Background: an optimization exercise with open tools, aiming at small area. Do not read the settings as production practice. The RTL was checked by simulation tests, not by an equivalence proof against the original design. Power is estimated from default activity; no workload was simulated.

File: config.mk
export PLATFORM = sky130hd
export DESIGN_NAME = UART_driver
export DESIGN_NICKNAME = UART_driver
export VERILOG_FILES = /design/flow/design.v
export SDC_FILE = /design/flow/constraint.sdc
export NUM_CORES = 4
export LEC_CHECK = 0
export CAP_MARGIN = 20
export CORE_MARGIN = 2
export CORE_UTILIZATION = 40
export SLEW_MARGIN = 20
File: constraint.sdc
create_clock -name core_clock -period 200.0 [get_ports {clk}]
set_input_delay 40.0000 -clock core_clock [delete_from_list [all_inputs] [get_ports {clk}]]
set_output_delay 40.0000 -clock core_clock [all_outputs]
set_load 0.01 [all_outputs]
File: design.v
module signed_divider (
    input signed [15:0] A,    
    input signed [15:0] B,    
    output reg [19:0] Y      
);
reg signed [31:0] dividend;
reg signed [31:0] divisor;
reg signed [31:0] quotient;
reg [31:0] remainder;
reg [9:0] fractional;
reg [1:0] sign;
always @(*) begin
    sign = 0;
    dividend = A;
    divisor = B;
    if (A < 0) sign = sign ^ 1;
    if (B < 0) sign = sign ^ 1;
    dividend = (A < 0) ? -A : A;
    divisor = (B < 0) ? -B : B;
    if (divisor == 0) begin
        quotient = 0;
        fractional = 0;
        remainder = 0;
    end else begin
        quotient = dividend / divisor;
        remainder = dividend % divisor;
        fractional = (remainder << 10) / divisor;
    end
    Y = {sign, quotient[8:0], fractional[9:0]};
end
endmodule
module UART_send(
    clk,
    rstn,
    tx_flag_i,
    tx_data_i,
    tx_done,
    uart_tx
);
    parameter   CLK_FREQ = 27_000_000;
    parameter   BAUD_RATE = 115200;
    localparam  BAUD_CLK = CLK_FREQ/BAUD_RATE;
    input wire                      clk;
    input wire                      rstn;
    input wire [7:0]                tx_data_i;
    input wire                      tx_flag_i;
    output reg                      uart_tx;
    output reg                      tx_done;
    reg                             tx_en;
    reg                             flag_bit;
    reg         [8:0]               cnt_baud;
    reg         [3:0]               cnt_bit;
    always @(posedge clk or negedge rstn) begin
        if(!rstn) begin
            tx_en <= 1'b0;
        end
        else if (cnt_bit == 4'd9 && flag_bit == 1'b1) begin
            tx_en <= 1'b0;
        end
        else if (tx_flag_i) begin
            tx_en <= 1'b1;
        end
    end
    always @(posedge clk or negedge rstn) begin
        if(!rstn) begin
            cnt_baud <= 9'd0;
        end
        else if (cnt_baud == BAUD_CLK-1 || tx_en == 0) begin
            cnt_baud <= 9'd0;
        end
        else begin
            cnt_baud <= cnt_baud + 9'd1;
        end
    end
    always @(posedge clk or negedge rstn) begin
        if(!rstn) begin
            flag_bit <= 1'b0;
        end
        else if (cnt_baud == 9'd1) begin
            flag_bit <= 1'b1;
        end
        else begin
            flag_bit <= 1'b0;
        end
    end
    always @(posedge clk or negedge rstn) begin
        if(!rstn) begin
            cnt_bit <= 4'd0;
            tx_done <= 1'd0;
        end
        else if (cnt_bit == 4'd9 && flag_bit == 1'b1) begin
            cnt_bit <= 4'd0;
            tx_done <= 1'b1;
        end
        else if (flag_bit == 1'b1 && tx_en == 1'b1) begin
            cnt_bit <= cnt_bit + 4'd1;
            tx_done <= 1'b0;
        end
        else begin
            cnt_bit <= cnt_bit;
            tx_done <= 1'b0;
        end
    end
    always @(posedge clk or negedge rstn) begin
        if(!rstn) begin
            uart_tx <= 1'd1;
        end
        else if (flag_bit == 1'b1) begin
            case (cnt_bit)
                0:  uart_tx <= 1'd0;
                1:  uart_tx <= tx_data_i[0];
                2:  uart_tx <= tx_data_i[1];
                3:  uart_tx <= tx_data_i[2];
                4:  uart_tx <= tx_data_i[3];
                5:  uart_tx <= tx_data_i[4];
                6:  uart_tx <= tx_data_i[5];
                7:  uart_tx <= tx_data_i[6];
                8:  uart_tx <= tx_data_i[7];
                9:  uart_tx <= 1'd1;
                default : uart_tx <= 1'd1;     
            endcase
        end
    end
endmodule
module UART_driver(
    clk,
    rstn,
    rpm0_ready,
    rpm1_ready,
    rpm2_ready,
    rpm3_ready,
    rpm0_data_o,
    rpm1_data_o,
    rpm2_data_o,
    rpm3_data_o,
    u_valid_o,
    u_chn_o,
    u_data_o,
    stop,
    uart_tx
);
    parameter CLK_FREQ = 27_000_000;
    parameter BAUD_RATE = 1_350_000;
    localparam  CHN_WIDTH = 3;
    parameter DATA_WIDTH = 16;
    parameter OUTPUT_RATE = 10_000;
    input  wire                     clk;
    input  wire                     rstn;
    input wire                      rpm0_ready;
    input wire                      rpm1_ready;
    input wire                      rpm2_ready;
    input wire                      rpm3_ready;
    input wire  [DATA_WIDTH-1:0]    rpm0_data_o;
    input wire  [DATA_WIDTH-1:0]    rpm1_data_o;
    input wire  [DATA_WIDTH-1:0]    rpm2_data_o;
    input wire  [DATA_WIDTH-1:0]    rpm3_data_o;
    input wire                      u_valid_o;
    input wire  [CHN_WIDTH-1:0]     u_chn_o;
    input wire  [DATA_WIDTH-1:0]    u_data_o;
    input wire  [3:0]               stop;
    output wire                     uart_tx;
    reg     [31:0]          cnt_clk;
    reg     [3:0]           xcnt;
    reg     [2:0]           cnt_chn;
    reg     [DATA_WIDTH-1:0]    rpm_data_ch0;
    reg     [DATA_WIDTH-1:0]    rpm_data_ch1;
    reg     [DATA_WIDTH-1:0]    rpm_data_ch2;
    reg     [DATA_WIDTH-1:0]    rpm_data_ch3;
    reg     [DATA_WIDTH-1:0]    u_data_ch0;
    reg     [DATA_WIDTH-1:0]    u_data_ch1;
    reg     [DATA_WIDTH-1:0]    u_data_ch2;
    reg     [DATA_WIDTH-1:0]    u_data_ch3;
    wire    [19:0]          friction_ch0;
    wire    [19:0]          friction_ch1;
    wire    [19:0]          friction_ch2;
    wire    [19:0]          friction_ch3;
    reg     [19:0]          data_out;
    reg     [7:0]           data;
    wire                    flag_tx_begin;
    wire                    tx_done;
    wire                    flag_invalid_data;
    wire    [8:0]           int_part;
    wire    [9:0]           frac_part;
    reg     [3:0]           data_hund;
    reg     [3:0]           data_tens;
    reg     [3:0]           data_ones;
    reg     [3:0]           data_tenths;
    reg     [3:0]           data_hundths;
    reg     [3:0]           data_thouths;
    always @(posedge clk or negedge rstn) begin
        if (!rstn) begin
            rpm_data_ch0 <= 0;
            rpm_data_ch1 <= 0;
            rpm_data_ch2 <= 0;
            rpm_data_ch3 <= 0;
        end
        else begin
            if (rpm0_ready == 1'b1)
                rpm_data_ch0 <= rpm0_data_o;
            else
                rpm_data_ch0 <= rpm_data_ch0;
            if (rpm1_ready == 1'b1)
                rpm_data_ch1 <= rpm1_data_o;
            else
                rpm_data_ch1 <= rpm_data_ch1;
            if (rpm2_ready == 1'b1)
                rpm_data_ch2 <= rpm2_data_o;
            else
                rpm_data_ch2 <= rpm_data_ch2;
            if (rpm3_ready == 1'b1)
                rpm_data_ch3 <= rpm3_data_o;
            else
                rpm_data_ch3 <= rpm_data_ch3;
        end
    end
    always @(posedge clk or negedge rstn) begin
        if(!rstn) begin
            u_data_ch0 <= 0;
            u_data_ch1 <= 0;
            u_data_ch2 <= 0;
            u_data_ch3 <= 0;
        end
        else if(u_valid_o == 1'b1 && u_chn_o == 0) begin
            u_data_ch0 <= u_data_o;
        end
        else if(u_valid_o == 1'b1 && u_chn_o == 1) begin
            u_data_ch1 <= u_data_o;
        end
        else if(u_valid_o == 1'b1 && u_chn_o == 2) begin
            u_data_ch2 <= u_data_o;
        end
        else if(u_valid_o == 1'b1 && u_chn_o == 3) begin
            u_data_ch3 <= u_data_o;
        end
    end
    always @(posedge clk or negedge rstn) begin
        if(!rstn) begin
            cnt_chn <= 0;
            data_out <= 0;
        end
        else begin
            case(cnt_chn)
                0:  data_out <= stop[0] ? 0 : friction_ch2;
                1:  data_out <= stop[1] ? 0 : friction_ch3;
                2:  data_out <= stop[2] ? 0 : friction_ch2;
                3:  data_out <= stop[3] ? 0 : friction_ch3;
                default: data_out <= 0;
            endcase
            if(xcnt == 4'd10) begin
                if(cnt_chn==1)
                    cnt_chn <= 0;
                else
                    cnt_chn <= cnt_chn + 1;
            end
        end
    end
    always @(posedge clk or negedge rstn) begin
        if(!rstn)
            xcnt <= 0;
        else if(tx_done)
            xcnt <= xcnt + 1;
        else if(xcnt == 4'd10)
            xcnt <= 0;
        else
            xcnt <= xcnt;
    end
    always @(posedge clk or negedge rstn) begin
        if(!rstn) begin
            cnt_clk <= 0;
        end
        else if (flag_tx_begin) begin
            cnt_clk <= 0;
        end
        else begin
            cnt_clk <= cnt_clk + 1;
        end
    end
    assign flag_tx_begin = (cnt_clk == CLK_FREQ/(11*OUTPUT_RATE) - 1);
    assign flag_invalid_data = data_hund == 0 && data_tens == 0 && data_ones == 0 && data_tenths == 0 && data_hundths == 0 && data_thouths == 0;
    assign int_part = data_out[18:10];
    assign frac_part = data_out[9:0];
    always @(posedge clk or negedge rstn) begin
        if(!rstn) begin
            data_hund <= 0;
            data_tens <= 0;
            data_ones <= 0;
            data_tenths <= 0;
            data_hundths <= 0;
            data_thouths <= 0;
        end
        else begin
            data_hund <= (int_part / 100) % 10;
            data_tens <= (int_part / 10) % 10;
            data_ones <= int_part % 10;
            data_tenths <= ((frac_part * 10) / 1024) % 10;
            data_hundths <= ((frac_part * 100) / 1024) % 10;
            data_thouths <= ((frac_part * 1000) / 1024) % 10;
        end
    end
    always @(*) begin
        case (xcnt)
            0:  data = hex_data({1'd0, cnt_chn});
            1:  data = data_out[19] ? "-" : "+";
            2:  data = hex_data(data_hund);
            3:  data = hex_data(data_tens);
            4:  data = hex_data(data_ones);
            5:  data = ".";
            6:  data = hex_data(data_tenths);
            7:  data = hex_data(data_hundths);
            8:  data = hex_data(data_thouths);
            9:  data = (cnt_chn == 3'd1)? "\n" : " ";
            10: data = (cnt_chn == 3'd1)? "\r" : " ";
            default: data = 6'h30;  
        endcase
    end
    function [7:0] hex_data;
        input [3:0] data_i;
        begin
            case(data_i)
                4'd0: hex_data = 6'h30;
                4'd1: hex_data = 6'h31;
                4'd2: hex_data = 6'h32;
                4'd3: hex_data = 6'h33;
                4'd4: hex_data = 6'h34;
                4'd5: hex_data = 6'h35;
                4'd6: hex_data = 6'h36;
                4'd7: hex_data = 6'h37;
                4'd8: hex_data = 6'h38;
                4'd9: hex_data = 6'h39;
                4'd10: hex_data = 6'h39;
                4'd11: hex_data = 6'h39;
                4'd12: hex_data = 6'h39;
                4'd13: hex_data = 6'h39;
                4'd14: hex_data = 6'h39;
                4'd15: hex_data = 6'h39;
                default: hex_data = 6'h30;
            endcase
        end
    endfunction
    UART_send #(.CLK_FREQ(CLK_FREQ), .BAUD_RATE(BAUD_RATE)) UART_send_inst(
        .clk        (clk),
        .rstn       (rstn),
        .tx_flag_i  (flag_tx_begin),
        .tx_data_i  (data),
        .tx_done    (tx_done),
        .uart_tx    (uart_tx)
    );
    signed_divider signed_divider_inst0(
        .A(u_data_ch0),
        .B(rpm_data_ch0),
        .Y(friction_ch0)
    );
    signed_divider signed_divider_inst1(
        .A(u_data_ch1),
        .B(rpm_data_ch1),
        .Y(friction_ch1)
    );
    signed_divider signed_divider_inst2(
        .A(u_data_ch2),
        .B(rpm_data_ch2),
        .Y(friction_ch2)
    );
    signed_divider signed_divider_inst3(
        .A(u_data_ch3),
        .B(rpm_data_ch3),
        .Y(friction_ch3)
    );
endmodule
File: run.sh
#!/bin/bash
# synth_recipe.tcl (not shown) runs the flow's synth.tcl, then flattens the netlist and writes it again
# the make line also repeats each setting of config.mk as NAME=value (left out here)
make -C /OpenROAD-flow-scripts/flow DESIGN_CONFIG=/design/flow/config.mk WORK_HOME=/design/flow/orfs CLKGATE_MAP_FILE= SYNTH_SCRIPT=/design/flow/synth_recipe.tcl finish
==> results.txt <==
* Status: complete, no violations
* Seq cells post-synth at 163
* WHS Endpoint: data_ones[0]
* Post-synthesis cell count at 18600
* Tmin final at 179680 ps
* Top power group: combinational cells
* Top_reg_cell synth: dfrtp_1
* CORE AREA at 0.317 mm^2
* CP required at 200400 ps
* Async set or reset register ratio after synthesis at 100%
* DRT iter0 DRCs at 10800
* Global-route wire length before repair at 710000 um
* Power share of the sequential group at 0%
* Final hold vios at 0
* Setup ws final at 20320 ps
* Slowest-stage cell, CP: o311ai_0
* Worst r2r src: rpm_data_ch3[1]
* Routed met2 length at 205000 um
* CTS Buffer Depth at 3
* Pre-CTS WS at 24640 ps
* Clk pwr at 42.8 uW
* DR DRC count at 0
* Post_cts resized at 0
* TritonCTS clock tree: done
* I/O pin count at 95
* Critical path origin: rpm_data_ch3[1]
* Part of the power in the clock network at 0%
* # H-tree levels at 4
* Fraction of layout cells with a size suffix above 1 at 5.30%
* Worst hold stages at 0
* RR Endpoint: data_out[0]
* # hold bufs at CTS at 0
* Post-CTS Setup Bufs at 0
* Setup TNS at 0 ps
* Largest net degree at the start of global routing at 73
* Yosys top cell by area: ha_1
* Post-synth cell types at 125
* Seq pwr at 100 uW
* Int Power at 431 mW
* Reg area at 0.00408 mm^2
* Area of the multi-input gates at 0.121 mm^2
* Slowest stage delay, CP at 1010 ps
* Worst Max-Slew Pin Slew at 1270 ps
* Clock skew at 72.5 ps
* Comb power at 1.01 W
* Hold/Removal Path Class: flop to flop
* Largest cells by area after synthesis: ha_1 22%, a21oi_1 5.9%, nor2_1 5.7%
* Fillers at 33500
* Max-slew violation count at 0
* Comb pwr share at 100.0%
* Switching part of the total at 57.1%
* Via Count at 139000
* Netlist Area Pre-Place at 0.127 mm^2
* Area Growth Syn to Fin at 7.49%
* Power Dens Cells at 7340 mW/mm^2
* Routed len/inst at 19.5 um
* I/O Buffers at 60
* Initial antenna violation count at 11
* Global route overflow at 0
* M1 wire length at 210000 um
* Die width at 568 um
* VDD IR-drop max at 11100 uV
* Synth warn at 3
* Initial core utilization at 40.1%
* Global Route Usage Sum at 26.8%
* Die area at 0.323 mm^2
* Highest metal used: met5
* Antenna viol nets, final at 0
* Critical path depth in cells at 657
* Worst Reg2Reg Path Length in Cells at 657
* Routed WL at 452000 um
* RePlAce Congestion at 0.966
* Final Cycle Share at 89.8%
* CTS Root Cell: clkbuf_16
* Avg Synthesized Cell Area at 6.86 um^2
* Net Sw Power at 575 mW
* Maximum fanout along the worst path at 49
* Clock sink total at 163
* CTS Buf Count at 25
* Met3 wire len at 24000 um
* Peak Freq at 5.57 MHz
* Row count at 207
* Family with the most delay on the worst path: compound AO/OA/AOI/OAI gates
* Die H at 568 um
* Hold path start: data_out[10]
* Clock transition at the registers of the reported paths at 130 ps
* Post-synth EDFFs at 0
* Critical Path Source Type: flop
* R2r setup slk at 20320 ps
* Bufs and invs on worst path at 48
* Critical path class: flop to flop
* Hold_ws at 353 ps
* Power after layout at 1.01 W
* Vias per cell at 6.00
* Final nets at 21300
* Sequential share of the synthesized area at 3.20%
* Final instance area at 0.137 mm^2
* RSZ-0062 raised after global routing: false
* Clock latency (worst-skew pair) at 610 ps
* Critical Path End Type: flop
* First-pass DRT Iterations at 6
* LEAKAGE at 65.2 nW
* Post-synth top area share at 21.7%
* Dpl hpwl at 364000 um
* WP data arrival at 180080 ps
* Worst Setup EP: data_out[0]
* Max cap viols at 0
* Most frequent CP cell: ha_1
* Vias in the first global route at 127000
* Final Setup Violations at 0
* Cell Area, Placed at 0.136 mm^2
* Slew HR at 14.5%
## routing by layer
layer  up-vias  track usage (%)
li1      69700                -
met2      3713             45.0
met3       613             2.04
met5         -                0
met1     64800             36.6
met4         2             7.32
## cells in the mapped netlist (246+ instances only)
cell type  instances
or3_1            288
a21o_1           710
nand2_1         1876
o21ai_0         1141
xor2_1           523
mux2_2           246
nor3_1           766
inv_1            766
o21a_1           618
ha_1            2204
a31oi_1          301
clkbuf_1         408
nand3_1          467
nor2_1          1932
a21oi_1         1500
xnor2_1          823
nand2b_1         250
## layout by cell type, fill, tap and decap left out, types with 618 or more instances in the layout
master	instances
nor2_1	1918
a21o_1	710
o21a_1	618
o21ai_0	1137
ha_1	2204
xnor2_1	813
inv_1	762
nand2_1	1876
a21oi_1	1490
nor3_1	763
## layout make-up
type	instances	area share [%]
antenna	2	0.00366
clock buffer	29	0.483
clock inverter	4	0.0210
inverter	773	2.12
multi-input combinational	17700	88.7
sequential	163	2.98
tap	4180	3.82
timing repair buffer	323	1.88
## cell families (layout without fill, tap and decap cells)
logic type,count (synthesis),after routing,synth area share [%]
flops,163,163,3.20
other cells,2,578,0.00590
simple gates,6843,6843,25.3
mux,371,371,3.16
xor+xnor,1347,1347,9.27
fa+ha+maj,2245,2245,22.3
compound gates,6300,6300,32.9
buf+inv,1296,1129,3.87
## flip-flops by register name, indices dropped and copies added, names as in the netlist, 9 cells and up
register                 count
cnt_clk                     32
data_out                    20
rpm_data_ch2                16
rpm_data_ch3                16
u_data_ch2                  16
u_data_ch3                  16
UART_send_inst.cnt_baud      9
## per-stage QoR
step | util [%] | std cells
after CTS | 43.1 | 23200
after floorplan | - | 19100
after global placement | 42.9 | 23100
after detailed placement | 42.9 | 23100
final | 43.1 | 23200
after global routing | 43.1 | 23200

-- static timing again, ports no longer ideal --
The flow's constraints put no driver on any port. The routed layout listed below was extracted and timed again, unchanged, in two steps. Step 1 assumes that a clkbuf_16 drives the clock port and a buf_2 every other input. Step 2, shift: input delay + t, output delay - t, t = (earliest + latest rising clock arrival at the registers) / 2. This alone moves slack from input paths to output paths. Slacks: ideal ports / drivers / drivers and shift; pairs: ideal ports / drivers.
shift t [ns]: 0.658
setup WS [ns]: 20.317 / 20.317 / 20.317
worst setup path after step 2: register to register
latest minus earliest clock arrival (ns): 0.079 / 0.079
slew at the worst register clock pin (ns): 0.13 / 0.13
After both steps this run still meets setup and hold. The setup slack of this run moves by 0.000 ns with the drivers and by 0.000 ns with both steps.
